Source: an optimization exercise on an open RTL-to-GDS flow (aim: small area). Production flows keep margins and buffers that such runs may drop. Function was checked by simulation only, so behaviour that the tests miss may differ from the original. The clock port is modelled as an ideal driver, which makes a skipped or thinned clock tree look cheaper than it is; a real chip needs a root buffer or a tree. Power and IR drop assume default switching activity.

== run B ==
==> flow/design.v (excerpt) <==
module vga_top(
	input ClkPort,
	input BtnC,
	input BtnU,
	input BtnR,
	input BtnL,
	input BtnD,
	output hSync, vSync,
	output [3:0] vgaR, vgaG, vgaB,
	output An0, An1, An2, An3, An4, An5, An6, An7,
	output Ca, Cb, Cc, Cd, Ce, Cf, Cg, Dp,
	output MemOE, MemWR, RamCS, QuadSpiFlashCS
	);
==> module vga_top, before the edit <==
module vga_top(
	input ClkPort,
	input BtnC,
	input BtnU,
	input BtnR,
	input BtnL,
	input BtnD,
	output hSync, vSync,
	output [3:0] vgaR, vgaG, vgaB,
	output An0, An1, An2, An3, An4, An5, An6, An7,
	output Ca, Cb, Cc, Cd, Ce, Cf, Cg, Dp,
	output MemOE, MemWR, RamCS, QuadSpiFlashCS
	);
	reg [6:0] E;
	reg [19:7] D;
	reg [4:0] hh;
	reg [9:0] v;
	reg [8:0] nq;	 
	reg [1:0] dir;
	wire [9:0] h = {hh, E[6:2]};
	wire [7:0] cE;
	assign cE[0] = 1'b1;
	wire dtick = (E == 7'd2);		 
	wire [13:0] cD;
	assign cD[0] = dtick;
	wire [5:0] cH;
	assign cH[0] = cE[7];
	wire hend = hh[4] & hh[3];		 
	wire vtick = cE[7] & hend;
	wire [10:0] cV;
	assign cV[0] = vtick;
	wire vend = v[9] & v[3] & v[2];		 
	wire step = dtick & (D[11:7] == 5'b01111);
	reg [9:0] ex;
	reg [1:0] xmode;
	reg atend;
	wire pix = (E[1:0] == 2'b11);
	wire skip = ~xmode[1] & xmode[0];
	wire pr = xmode[1] & ~xmode[0];
	wire pl = xmode[1] & xmode[0];
	wire right = step & ~dir[1] & ~dir[0];
	wire left = step & ~dir[1] & dir[0];
	wire h144 = ~h[9] & ~h[8] & h[7] & ~h[6] & ~h[5] & h[4] & ~h[3] & ~h[2] & ~h[1] & ~h[0];
	wire h794 = h[9] & h[8] & h[4] & h[3] & ~h[2] & h[1] & ~h[0];
	wire hS = dir[0] ? h144 : h794;
	wire ld0 = pix & ((pr & h144) | (pl & h794));
	wire exend = ex[9] & ex[8] & ex[4] & ex[3] & ex[2] & ex[1] & ex[0];	 
	wire [10:0] cx;
	assign cx[0] = (pix & ~skip) | left;
	wire upy = ~dir[0];		 
	wire [9:0] cy;
	wire wrapy = upy ? (nq[8] & nq[7] & nq[6] & nq[5] & nq[1])
	                 : (~|nq[8:2] & ~nq[0]);
	wire mvy = step & dir[1];
	assign cy[0] = mvy & ~wrapy;
	genvar i;
	generate
		for (i = 0; i < 7; i = i + 1) begin : gE
			assign cE[i+1] = cE[i] & E[i];
		end
		for (i = 0; i < 13; i = i + 1) begin : gD
			assign cD[i+1] = cD[i] & D[i+7];
		end
		for (i = 0; i < 5; i = i + 1) begin : gH
			assign cH[i+1] = cH[i] & hh[i];
		end
		for (i = 0; i < 10; i = i + 1) begin : gV
			assign cV[i+1] = cV[i] & v[i];
		end
		for (i = 0; i < 10; i = i + 1) begin : gx
			assign cx[i+1] = cx[i] & ex[i];
		end
		for (i = 0; i < 9; i = i + 1) begin : gy
			assign cy[i+1] = cy[i] & ~(nq[i] ^ upy);
		end
	endgenerate
	always @(posedge ClkPort, posedge BtnC) begin
		if (BtnC) begin
			E <= 7'd3;
			D <= 0;
			hh <= 0;
			v <= 0;
			ex <= 10'd355;
			xmode <= 2'd0;
			atend <= 1'b0;
			nq <= ~9'd245;
			dir <= 0;
		end else begin
			E <= E ^ cE[6:0];
			D <= D ^ cD[12:0];
			hh <= (hh ^ cH[4:0]) & ~({5{cE[7] & hend}} & 5'b11001);
			v <= (v ^ cV[9:0]) & ~({10{vtick & vend}} & 10'b1000001101);
			ex <= (ld0 | (cx[0] & exend)) ? 10'd0 : ex ^ cx[9:0];
			if (right) xmode <= atend ? 2'd2 : 2'd1;
			else if (left & atend) xmode <= 2'd3;
			else if (pix & (skip | ld0)) xmode <= 2'd0;
			if (pix & hS) atend <= (~xmode[1] & ~xmode[0] & exend) | (xmode[1] & (xmode[0] ^ dir[0]));
			nq <= ((nq ^ cy[8:0]) | ({9{mvy & wrapy & ~upy}} & 9'b111100000))
			      & ~({9{mvy & wrapy & upy}} & 9'b111100000);
			if (step) begin
				if (BtnR) dir <= 2'd0;
				else if (BtnL) dir <= 2'd1;
				else if (BtnU) dir <= 2'd2;
				else if (BtnD) dir <= 2'd3;
			end
		end
	end
	wire bh = (h[9] & ~h[8]) | (~h[9] & h[8]) | (h[7] & h[5]) | (h[7] & h[6]) | (h[8] & ~h[4]) |
	          (h[7] & h[4] & (h[3] | h[2] | h[1] | h[0])) | (h[9] & ~h[3] & ~h[2] & ~h[1] & ~h[0]);
	wire bv = v[8] | v[7] | v[6] | (v[5] & (v[4] | v[3] | v[2] | (v[1] & v[0]))) | (v[9] & ~v[3] & ~v[2]);
	wire bright = bh & bv;
	wire [8:0] dy;
	wire [9:0] ky;
	assign ky[0] = 1'b1;
	generate
		for (i = 0; i < 9; i = i + 1) begin : gdy
			assign dy[i] = v[i] ^ nq[i] ^ ky[i];
			assign ky[i+1] = (v[i] & nq[i]) | (v[i] & ky[i]) | (nq[i] & ky[i]);
		end
	endgenerate
	wire exlo = skip ? ((ex[3:0] != 4'd0) & ~(ex[3] & ex[2])) : ~(ex[3] & (ex[2] | (ex[1] & ex[0])));
	wire inx = ~xmode[1] & (ex[9:4] == 6'd0) & exlo;
	wire iny = (dy[8:4] == 0) & ~(dy[3] & (dy[2] | (dy[1] & dy[0])));
	wire ah = h[8] & h[7] & ((h[6] & ~h[5] & ~h[4] & ~h[3]) | (~h[6] & h[5] & h[4] & h[3] & h[2] & (h[1] | h[0])));
	wire av = ~v[8] & v[7] & v[6] & v[5] & v[4] & (v[3] | (v[2] & (v[1] | v[0])));
	wire red = (inx & iny) | (ah & av);
	assign hSync = h[9] | h[8] | h[7] | (h[6] & h[5]);
	assign vSync = |v[9:1];
	assign vgaR = {4{bright & red}};
	assign vgaG = {4{bright & ~red}};
	assign vgaB = {4{bright & ~red}};
	assign An0 = ~(~D[19] & ~D[18]);
	assign An1 = ~(~D[19] & D[18]);
	assign An2 = ~(D[19] & ~D[18]);
	assign An3 = ~(D[19] & D[18]);
	assign {An7, An6, An5, An4} = 4'b1111;
	wire digF = ~D[19];
	assign {Ca, Cb, Cc, Cd, Ce, Cf, Cg, Dp} = {1'b0, digF, digF, digF, 1'b0, 1'b0, ~digF, 1'b0};
	assign {MemOE, MemWR, RamCS, QuadSpiFlashCS} = 4'b1111;
endmodule
Settings: LEC_CHECK=0, CAP_MARGIN=20, CORE_MARGIN=2, CORE_UTILIZATION=35, PLACE_DENSITY=0.6, SLEW_MARGIN=20; clock period 10.0 ns.
standard.sh (not shown) runs the stock make flow with config.mk's settings and CLKGATE_MAP_FILE= SYNTH_SCRIPT=/design/flow/synth_recipe.tcl, a recipe that flattens the netlist after the stock synthesis.
==> flow/flow/run.sh <==
#!/bin/bash
# Own layout flow: the standard flow (standard.sh, with the standard synthesis
# otherwise unchanged) with these changes, all through ORFS's own variables and hooks:
#  - synthesis (synth_area.tcl) is synth_recipe.tcl with an area-oriented ABC script
#    for the final technology mapping (abc_area.script); the registers are untouched;
#  - input and output ports are buffered with the smallest buffer cell (buf_1);
#  - after floorplan (downsize.tcl) every combinational cell is set to its smallest
#    variant (repair_design / repair_timing later size up whatever needs it), and the
#    constant outputs share one tie cell;
#  - after CTS (clock1.tcl) the clock tree is rebuilt as four clkbuf_8 cells driven by
#    the clock port, each driving the registers of one quarter of the layout.
# make's full output goes to flow_make.log here; each ORFS step logs under orfs/logs/.
set -euo pipefail
W=$(pwd)
F=$W/flow
bash standard.sh \
  "SYNTH_SCRIPT=$F/synth_area.tcl" \
  "BUFFER_PORTS_ARGS=-buffer_cell sky130_fd_sc_hd__buf_1" \
  "POST_FLOORPLAN_TCL=$F/downsize.tcl" \
  "CTS_ARGS=-sink_clustering_enable -repair_clock_nets -dont_use_dummy_load -buf_list sky130_fd_sc_hd__clkbuf_8" \
  "POST_CTS_TCL=$F/clock1.tcl" \
  finish > $W/flow_make.log 2>&1
Other scripts of this flow, unchanged in this note and not shown: flow/flow/abc_area.script, flow/flow/clock1.tcl, flow/flow/downsize.tcl, flow/flow/synth_area.tcl
For run E, these inputs were changed with respect to run B:
--- a/flow/design.v
+++ b/flow/design.v
@@ -17,5 +17,5 @@
 	reg [4:0] hh;
 	reg [9:0] v;
-	reg [8:0] nq;	 
+	reg [8:0] q;	 
 	reg [1:0] dir;
 	wire [9:0] h = {hh, E[6:2]};
@@ -49,8 +49,8 @@
 	wire [10:0] cx;
 	assign cx[0] = (pix & ~skip) | left;
-	wire upy = ~dir[0];		 
+	wire dny = ~dir[0];		 
 	wire [9:0] cy;
-	wire wrapy = upy ? (nq[8] & nq[7] & nq[6] & nq[5] & nq[1])
-	                 : (~|nq[8:2] & ~nq[0]);
+	wire wrapy = dny ? (~q[8] & ~q[7] & ~q[6] & ~q[5] & ~q[1])
+	                 : (&q[8:2] & q[0]);
 	wire mvy = step & dir[1];
 	assign cy[0] = mvy & ~wrapy;
@@ -73,5 +73,5 @@
 		end
 		for (i = 0; i < 9; i = i + 1) begin : gy
-			assign cy[i+1] = cy[i] & ~(nq[i] ^ upy);
+			assign cy[i+1] = cy[i] & (q[i] ^ dny);
 		end
 	endgenerate
@@ -85,5 +85,5 @@
 			xmode <= 2'd0;
 			atend <= 1'b0;
-			nq <= ~9'd245;
+			q <= 9'd245;
 			dir <= 0;
 		end else begin
@@ -97,6 +97,6 @@
 			else if (pix & (skip | ld0)) xmode <= 2'd0;
 			if (pix & hS) atend <= (~xmode[1] & ~xmode[0] & exend) | (xmode[1] & (xmode[0] ^ dir[0]));
-			nq <= ((nq ^ cy[8:0]) | ({9{mvy & wrapy & ~upy}} & 9'b111100000))
-			      & ~({9{mvy & wrapy & upy}} & 9'b111100000);
+			q <= ((q ^ cy[8:0]) | ({9{mvy & wrapy & dny}} & 9'b111100000))
+			     & ~({9{mvy & wrapy & ~dny}} & 9'b111100000);
 			if (step) begin
 				if (BtnR) dir <= 2'd0;
@@ -112,10 +112,10 @@
 	wire bright = bh & bv;
 	wire [8:0] dy;
-	wire [9:0] ky;
-	assign ky[0] = 1'b1;
+	wire [9:0] by;
+	assign by[0] = 1'b0;
 	generate
 		for (i = 0; i < 9; i = i + 1) begin : gdy
-			assign dy[i] = v[i] ^ nq[i] ^ ky[i];
-			assign ky[i+1] = (v[i] & nq[i]) | (v[i] & ky[i]) | (nq[i] & ky[i]);
+			assign dy[i] = v[i] ^ q[i] ^ by[i];
+			assign by[i+1] = (~v[i] & q[i]) | (~v[i] & by[i]) | (q[i] & by[i]);
 		end
 	endgenerate
Compared with run B, run E shows count of inverters other than clock inverters in the layout that has gone down by more than 10%.
On share of the cycle needed by the critical path after routing, the higher figure sits with run B, not run E.
Compared with run B, number of instances in the synthesized netlist in run E decreased slightly.
From run B to run E the numbers moved as follows: initial standard-cell utilization of the core held steady, die width was more or less identical, overall fraction of global-route tracks in use down 0.27 points, wire length of the first global-routing pass decreased 2.6%, final routed wirelength across all metal layers now larger.
Between run E and run B, the difference in final instance area is negligible.
Any difference in total number of vias between run B and run E is small enough to ignore.
Compared run E vs run B, and shortest period the worst path allows is down in run E.
There was hardly any difference in share of total power in combinational logic between run E and run B.
No run of this note takes its clock network from TritonCTS; it comes from the design's own scripts or RTL.


vga_top, a different RTL version from the one above (not shown whole).
For scale: about 370 cells after synthesis, ~56 flip-flops, roughly 40 I/O pins, roughly 0.0037 mm² of cells after synthesis.
==> module vga_top, before the edit <==
module vga_top(
	input ClkPort,
	input BtnC,
	input BtnU,
	input BtnR,
	input BtnL,
	input BtnD,
	output hSync, vSync,
	output [3:0] vgaR, vgaG, vgaB,
	output An0, An1, An2, An3, An4, An5, An6, An7,
	output Ca, Cb, Cc, Cd, Ce, Cf, Cg, Dp,
	output MemOE, MemWR, RamCS, QuadSpiFlashCS
	);
	reg [6:0] E;
	reg [19:7] D;
	reg [4:0] hh;
	reg [9:0] v;
	reg [9:0] p;	 
	reg [8:0] q;	 
	reg [1:0] dir;
	wire [9:0] h = {hh, E[6:2]};
	wire [7:0] cE;
	assign cE[0] = 1'b1;
	wire dtick = (E == 7'd2);		 
	wire [13:0] cD;
	assign cD[0] = dtick;
	wire [5:0] cH;
	assign cH[0] = cE[7];
	wire hend = hh[4] & hh[3];		 
	wire vtick = cE[7] & hend;
	wire [10:0] cV;
	assign cV[0] = vtick;
	wire vend = v[9] & v[3] & v[2];		 
	wire step = dtick & (D[11:7] == 5'b01111);
	wire dnx = dir[0];		 
	wire dny = ~dir[0];		 
	wire [10:0] cx;
	wire [9:0] cy;
	wire wrapx = dnx ? (~p[9] & ~p[8] & ~p[6] & ~p[5] & ~p[3] & ~p[2] & ~p[1])
	                 : (p[9] & p[8] & p[4] & p[3] & p[1] & p[0]);
	wire wrapy = dny ? (~q[8] & ~q[7] & ~q[6] & ~q[5] & ~q[1])
	                 : (&q[8:2] & q[0]);
	wire mvx = step & ~dir[1];
	wire mvy = step & dir[1];
	assign cx[0] = mvx & ~wrapx;
	assign cy[0] = mvy & ~wrapy;
	genvar i;
	generate
		for (i = 0; i < 7; i = i + 1) begin : gE
			assign cE[i+1] = cE[i] & E[i];
		end
		for (i = 0; i < 13; i = i + 1) begin : gD
			assign cD[i+1] = cD[i] & D[i+7];
		end
		for (i = 0; i < 5; i = i + 1) begin : gH
			assign cH[i+1] = cH[i] & hh[i];
		end
		for (i = 0; i < 10; i = i + 1) begin : gV
			assign cV[i+1] = cV[i] & v[i];
		end
		for (i = 0; i < 10; i = i + 1) begin : gx
			assign cx[i+1] = cx[i] & (p[i] ^ dnx);
		end
		for (i = 0; i < 9; i = i + 1) begin : gy
			assign cy[i+1] = cy[i] & (q[i] ^ dny);
		end
	endgenerate
	always @(posedge ClkPort, posedge BtnC) begin
		if (BtnC) begin
			E <= 7'd3;
			D <= 0;
			hh <= 0;
			v <= 0;
			p <= 10'd445;
			q <= 9'd245;
			dir <= 0;
		end else begin
			E <= E ^ cE[6:0];
			D <= D ^ cD[12:0];
			hh <= (cE[7] & hend) ? 5'd0 : hh ^ cH[4:0];
			v <= (vtick & vend) ? 10'd0 : v ^ cV[9:0];
			p <= (mvx & wrapx) ? (dir[0] ? 10'd795 : 10'd145) : p ^ cx[9:0];
			q <= (mvy & wrapy) ? (dir[0] ? 9'd29 : 9'd509) : q ^ cy[8:0];
			if (step) begin
				if (BtnR) dir <= 2'd0;
				else if (BtnL) dir <= 2'd1;
				else if (BtnU) dir <= 2'd2;
				else if (BtnD) dir <= 2'd3;
			end
		end
	end
	wire bh = (h[9] & ~h[8]) | (~h[9] & h[8]) | (h[7] & h[5]) | (h[7] & h[6]) | (h[8] & ~h[4]) |
	          (h[7] & h[4] & (h[3] | h[2] | h[1] | h[0])) | (h[9] & ~h[3] & ~h[2] & ~h[1] & ~h[0]);
	wire bv = v[8] | v[7] | v[6] | (v[5] & (v[4] | v[3] | v[2] | (v[1] & v[0]))) | (v[9] & ~v[3] & ~v[2]);
	wire bright = bh & bv;
	wire [9:0] dx;
	wire [8:0] dy;
	wire [10:0] bx;
	wire [9:0] by;
	assign bx[0] = 1'b0;
	assign by[0] = 1'b0;
	generate
		for (i = 0; i < 10; i = i + 1) begin : gdx
			assign dx[i] = h[i] ^ p[i] ^ bx[i];
			assign bx[i+1] = (~h[i] & p[i]) | (~h[i] & bx[i]) | (p[i] & bx[i]);
		end
		for (i = 0; i < 9; i = i + 1) begin : gdy
			assign dy[i] = v[i] ^ q[i] ^ by[i];
			assign by[i+1] = (~v[i] & q[i]) | (~v[i] & by[i]) | (q[i] & by[i]);
		end
	endgenerate
	wire inx = (dx[9:4] == 0) & ~(dx[3] & (dx[2] | (dx[1] & dx[0])));
	wire iny = (dy[8:4] == 0) & ~(dy[3] & (dy[2] | (dy[1] & dy[0])));
	wire ah = h[8] & h[7] & ((h[6] & ~h[5] & ~h[4] & ~h[3]) | (~h[6] & h[5] & h[4] & h[3] & h[2] & (h[1] | h[0])));
	wire av = ~v[8] & v[7] & v[6] & v[5] & v[4] & (v[3] | (v[2] & (v[1] | v[0])));
	wire red = (inx & iny) | (ah & av);
	assign hSync = h[9] | h[8] | h[7] | (h[6] & h[5]);
	assign vSync = |v[9:1];
	assign vgaR = {4{bright & red}};
	assign vgaG = {4{bright & ~red}};
	assign vgaB = {4{bright & ~red}};
	assign An0 = ~(~D[19] & ~D[18]);
	assign An1 = ~(~D[19] & D[18]);
	assign An2 = ~(D[19] & ~D[18]);
	assign An3 = ~(D[19] & D[18]);
	assign {An7, An6, An5, An4} = 4'b1111;
	wire digF = ~D[19];
	assign {Ca, Cb, Cc, Cd, Ce, Cf, Cg, Dp} = {1'b0, digF, digF, digF, 1'b0, 1'b0, ~digF, 1'b0};
	assign {MemOE, MemWR, RamCS, QuadSpiFlashCS} = 4'b1111;
endmodule
export LEC_CHECK = 0
export CAP_MARGIN = 20
export CORE_MARGIN = 2
export CORE_UTILIZATION = 35
export PLACE_DENSITY = 0.6
export SLEW_MARGIN = 20
create_clock -name core_clock -period 10.0 [get_ports {ClkPort}]
==> flow/flow/run.sh <==
#!/bin/bash
# Own layout flow: the standard flow (standard synthesis unchanged), with
#  - port buffers of the smallest buffer cell,
#  - every combinational cell downsized to its smallest variant after floorplan
#    (repair_design / repair_timing later size up whatever needs it).
set -euo pipefail
W=$(pwd)
F=$W/flow
bash standard.sh \
  "BUFFER_PORTS_ARGS=-buffer_cell sky130_fd_sc_hd__buf_1" \
  "POST_FLOORPLAN_TCL=$F/downsize.tcl" \
  "CTS_ARGS=-sink_clustering_enable -repair_clock_nets -dont_use_dummy_load -buf_list sky130_fd_sc_hd__clkbuf_8" \
  finish > $W/flow_make.log 2>&1
==> flow/flow/downsize.tcl <==
# Replace each combinational cell by the smallest-area variant of the same function
# (same base name, different drive strength). Registers and physical cells are kept.
set_dont_use $::env(DONT_USE_CELLS)
proc smallest_variant { base } {
  set best ""
  set best_area 1e9
  foreach lc [get_lib_cells "*/sky130_fd_sc_hd__${base}_*"] {
    set n [get_name $lc]
    if { ![regexp "^sky130_fd_sc_hd__${base}_\[0-9\]+\$" $n] } { continue }
    if { [get_property $lc dont_use] } { continue }
    set a [get_property $lc area]
    if { $a < $best_area - 1e-6 || ($a < $best_area + 1e-6 && [string match "*_1" $n]) } {
      set best $n
      set best_area $a
    }
  }
  return $best
}
set n_changed 0
foreach inst [get_cells *] {
  set m [get_property $inst ref_name]
  if { ![regexp {^sky130_fd_sc_hd__(.+)_([0-9]+)$} $m -> base sz] } { continue }
  if { [string match "df*" $base] || [string match "sdf*" $base] || [string match "tap*" $base]
       || [string match "fill*" $base] || [string match "decap*" $base] || [string match "conb" $base] } { continue }
  set v [smallest_variant $base]
  if { $v ne "" && $v ne $m } {
    replace_cell $inst [lindex [get_lib_cells "*/$v"] 0]
    incr n_changed
  }
}
puts "downsize: replaced $n_changed cells"
Then changed:
--- a/flow/design.v
+++ b/flow/design.v
@@ -14,11 +14,10 @@
 	);
 	reg [6:0] E;
 	reg [19:7] D;
 	reg [4:0] hh;
 	reg [9:0] v;
-	reg [9:0] p;	 
 	reg [8:0] q;	 
 	reg [1:0] dir;
 	wire [9:0] h = {hh, E[6:2]};
 	wire [7:0] cE;
 	assign cE[0] = 1'b1;
@@ -31,21 +30,32 @@
 	wire vtick = cE[7] & hend;
 	wire [10:0] cV;
 	assign cV[0] = vtick;
 	wire vend = v[9] & v[3] & v[2];		 
 	wire step = dtick & (D[11:7] == 5'b01111);
-	wire dnx = dir[0];		 
+	reg [9:0] ex;
+	reg [1:0] xmode;
+	reg atend;
+	wire pix = (E[1:0] == 2'b11);
+	wire skip = ~xmode[1] & xmode[0];
+	wire pr = xmode[1] & ~xmode[0];
+	wire pl = xmode[1] & xmode[0];
+	wire right = step & ~dir[1] & ~dir[0];
+	wire left = step & ~dir[1] & dir[0];
+	wire h144 = ~h[9] & ~h[8] & h[7] & ~h[6] & ~h[5] & h[4] & ~h[3] & ~h[2] & ~h[1] & ~h[0];
+	wire h794 = h[9] & h[8] & h[4] & h[3] & ~h[2] & h[1] & ~h[0];
+	wire hS = dir[0] ? h144 : h794;
+	wire ld0 = pix & ((pr & h144) | (pl & h794));
+	wire exend = ex[9] & ex[8] & ex[4] & ex[3] & ex[2] & ex[1] & ex[0];	 
+	wire ex0 = ~|ex;
+	wire [10:0] cx;
+	assign cx[0] = (pix & ~skip) | left;
 	wire dny = ~dir[0];		 
-	wire [10:0] cx;
 	wire [9:0] cy;
-	wire wrapx = dnx ? (~p[9] & ~p[8] & ~p[6] & ~p[5] & ~p[3] & ~p[2] & ~p[1])
-	                 : (p[9] & p[8] & p[4] & p[3] & p[1] & p[0]);
 	wire wrapy = dny ? (~q[8] & ~q[7] & ~q[6] & ~q[5] & ~q[1])
 	                 : (&q[8:2] & q[0]);
-	wire mvx = step & ~dir[1];
 	wire mvy = step & dir[1];
-	assign cx[0] = mvx & ~wrapx;
 	assign cy[0] = mvy & ~wrapy;
 	genvar i;
 	generate
 		for (i = 0; i < 7; i = i + 1) begin : gE
 			assign cE[i+1] = cE[i] & E[i];
@@ -58,11 +68,11 @@
 		end
 		for (i = 0; i < 10; i = i + 1) begin : gV
 			assign cV[i+1] = cV[i] & v[i];
 		end
 		for (i = 0; i < 10; i = i + 1) begin : gx
-			assign cx[i+1] = cx[i] & (p[i] ^ dnx);
+			assign cx[i+1] = cx[i] & ex[i];
 		end
 		for (i = 0; i < 9; i = i + 1) begin : gy
 			assign cy[i+1] = cy[i] & (q[i] ^ dny);
 		end
 	endgenerate
@@ -70,19 +80,25 @@
 		if (BtnC) begin
 			E <= 7'd3;
 			D <= 0;
 			hh <= 0;
 			v <= 0;
-			p <= 10'd445;
+			ex <= 10'd355;
+			xmode <= 2'd0;
+			atend <= 1'b0;
 			q <= 9'd245;
 			dir <= 0;
 		end else begin
 			E <= E ^ cE[6:0];
 			D <= D ^ cD[12:0];
 			hh <= (cE[7] & hend) ? 5'd0 : hh ^ cH[4:0];
 			v <= (vtick & vend) ? 10'd0 : v ^ cV[9:0];
-			p <= (mvx & wrapx) ? (dir[0] ? 10'd795 : 10'd145) : p ^ cx[9:0];
+			ex <= (ld0 | (cx[0] & exend)) ? 10'd0 : ex ^ cx[9:0];
+			if (right) xmode <= atend ? 2'd2 : 2'd1;
+			else if (left & atend) xmode <= 2'd3;
+			else if (pix & (skip | ld0)) xmode <= 2'd0;
+			if (pix & hS) atend <= (~xmode[1] & ~xmode[0] & exend) | (skip & ex0) | (xmode[1] & (xmode[0] ^ dir[0]));
 			q <= (mvy & wrapy) ? (dir[0] ? 9'd29 : 9'd509) : q ^ cy[8:0];
 			if (step) begin
 				if (BtnR) dir <= 2'd0;
 				else if (BtnL) dir <= 2'd1;
 				else if (BtnU) dir <= 2'd2;
@@ -92,27 +108,21 @@
 	end
 	wire bh = (h[9] & ~h[8]) | (~h[9] & h[8]) | (h[7] & h[5]) | (h[7] & h[6]) | (h[8] & ~h[4]) |
 	          (h[7] & h[4] & (h[3] | h[2] | h[1] | h[0])) | (h[9] & ~h[3] & ~h[2] & ~h[1] & ~h[0]);
 	wire bv = v[8] | v[7] | v[6] | (v[5] & (v[4] | v[3] | v[2] | (v[1] & v[0]))) | (v[9] & ~v[3] & ~v[2]);
 	wire bright = bh & bv;
-	wire [9:0] dx;
 	wire [8:0] dy;
-	wire [10:0] bx;
 	wire [9:0] by;
-	assign bx[0] = 1'b0;
 	assign by[0] = 1'b0;
 	generate
-		for (i = 0; i < 10; i = i + 1) begin : gdx
-			assign dx[i] = h[i] ^ p[i] ^ bx[i];
-			assign bx[i+1] = (~h[i] & p[i]) | (~h[i] & bx[i]) | (p[i] & bx[i]);
-		end
 		for (i = 0; i < 9; i = i + 1) begin : gdy
 			assign dy[i] = v[i] ^ q[i] ^ by[i];
 			assign by[i+1] = (~v[i] & q[i]) | (~v[i] & by[i]) | (q[i] & by[i]);
 		end
 	endgenerate
-	wire inx = (dx[9:4] == 0) & ~(dx[3] & (dx[2] | (dx[1] & dx[0])));
+	wire exlo = skip ? ((ex[3:0] != 4'd0) & ~(ex[3] & ex[2])) : ~(ex[3] & (ex[2] | (ex[1] & ex[0])));
+	wire inx = ~xmode[1] & (ex[9:4] == 6'd0) & exlo;
 	wire iny = (dy[8:4] == 0) & ~(dy[3] & (dy[2] | (dy[1] & dy[0])));
 	wire ah = h[8] & h[7] & ((h[6] & ~h[5] & ~h[4] & ~h[3]) | (~h[6] & h[5] & h[4] & h[3] & h[2] & (h[1] | h[0])));
 	wire av = ~v[8] & v[7] & v[6] & v[5] & v[4] & (v[3] | (v[2] & (v[1] | v[0])));
 	wire red = (inx & iny) | (ah & av);
 	assign hSync = h[9] | h[8] | h[7] | (h[6] & h[5]);
=> Count of clock-buffer cells in the layout climbs by 4; first-iteration DRC count climbs by 13%; critical path depth drops by 4; hold slack gets worse by 13 ps; via count drops by 5.1%; global-route usage climbs by 0.29 points; die area drops by 3.5%; sequential share of layout area climbs by 2.9 points; setup slack gets better by 470 ps; area after synthesis drops by 3.6%.

-- what the ideal ports hide --
How much do the figures lean on ideal ports? The routed layouts below were timed once more, with nothing changed but the port constraints. Step 1 assumes that a clkbuf_16 drives the clock port and a buf_2 every other input. Step 2 times the ports against the registers' clock, not the clock port: input delays grow and output delays shrink by t, the midpoint of the rising clock arrivals with the driver on. a / b / c = no drivers / after step 1 / after step 2; a / b = the first two.
| run | t (ns) | setup WS [ns] | hold slack, ns | worst setup path at the end | slew at the worst register clock pin (ns) |
|---|---|---|---|---|---|
| run B | 0.208 | 3.273 / 3.215 / 3.423 | 0.459 / 0.459 / 0.459 | register to output | 0.10 / 0.10 |
| run E | 0.208 | 3.464 / 3.405 / 3.613 | 0.460 / 0.460 / 0.460 | register to output | 0.10 / 0.10 |
| the first run of note 2 | 0.335 | 2.844 / 2.815 / 3.150 | 0.475 / 0.475 / 0.475 | register to output | 0.11 / 0.11 |
| the second run of note 2 | 0.357 | 3.311 / 3.280 / 3.637 | 0.462 / 0.462 / 0.462 | register to output | 0.06 / 0.06 |
After both steps every run listed still meets setup and hold.
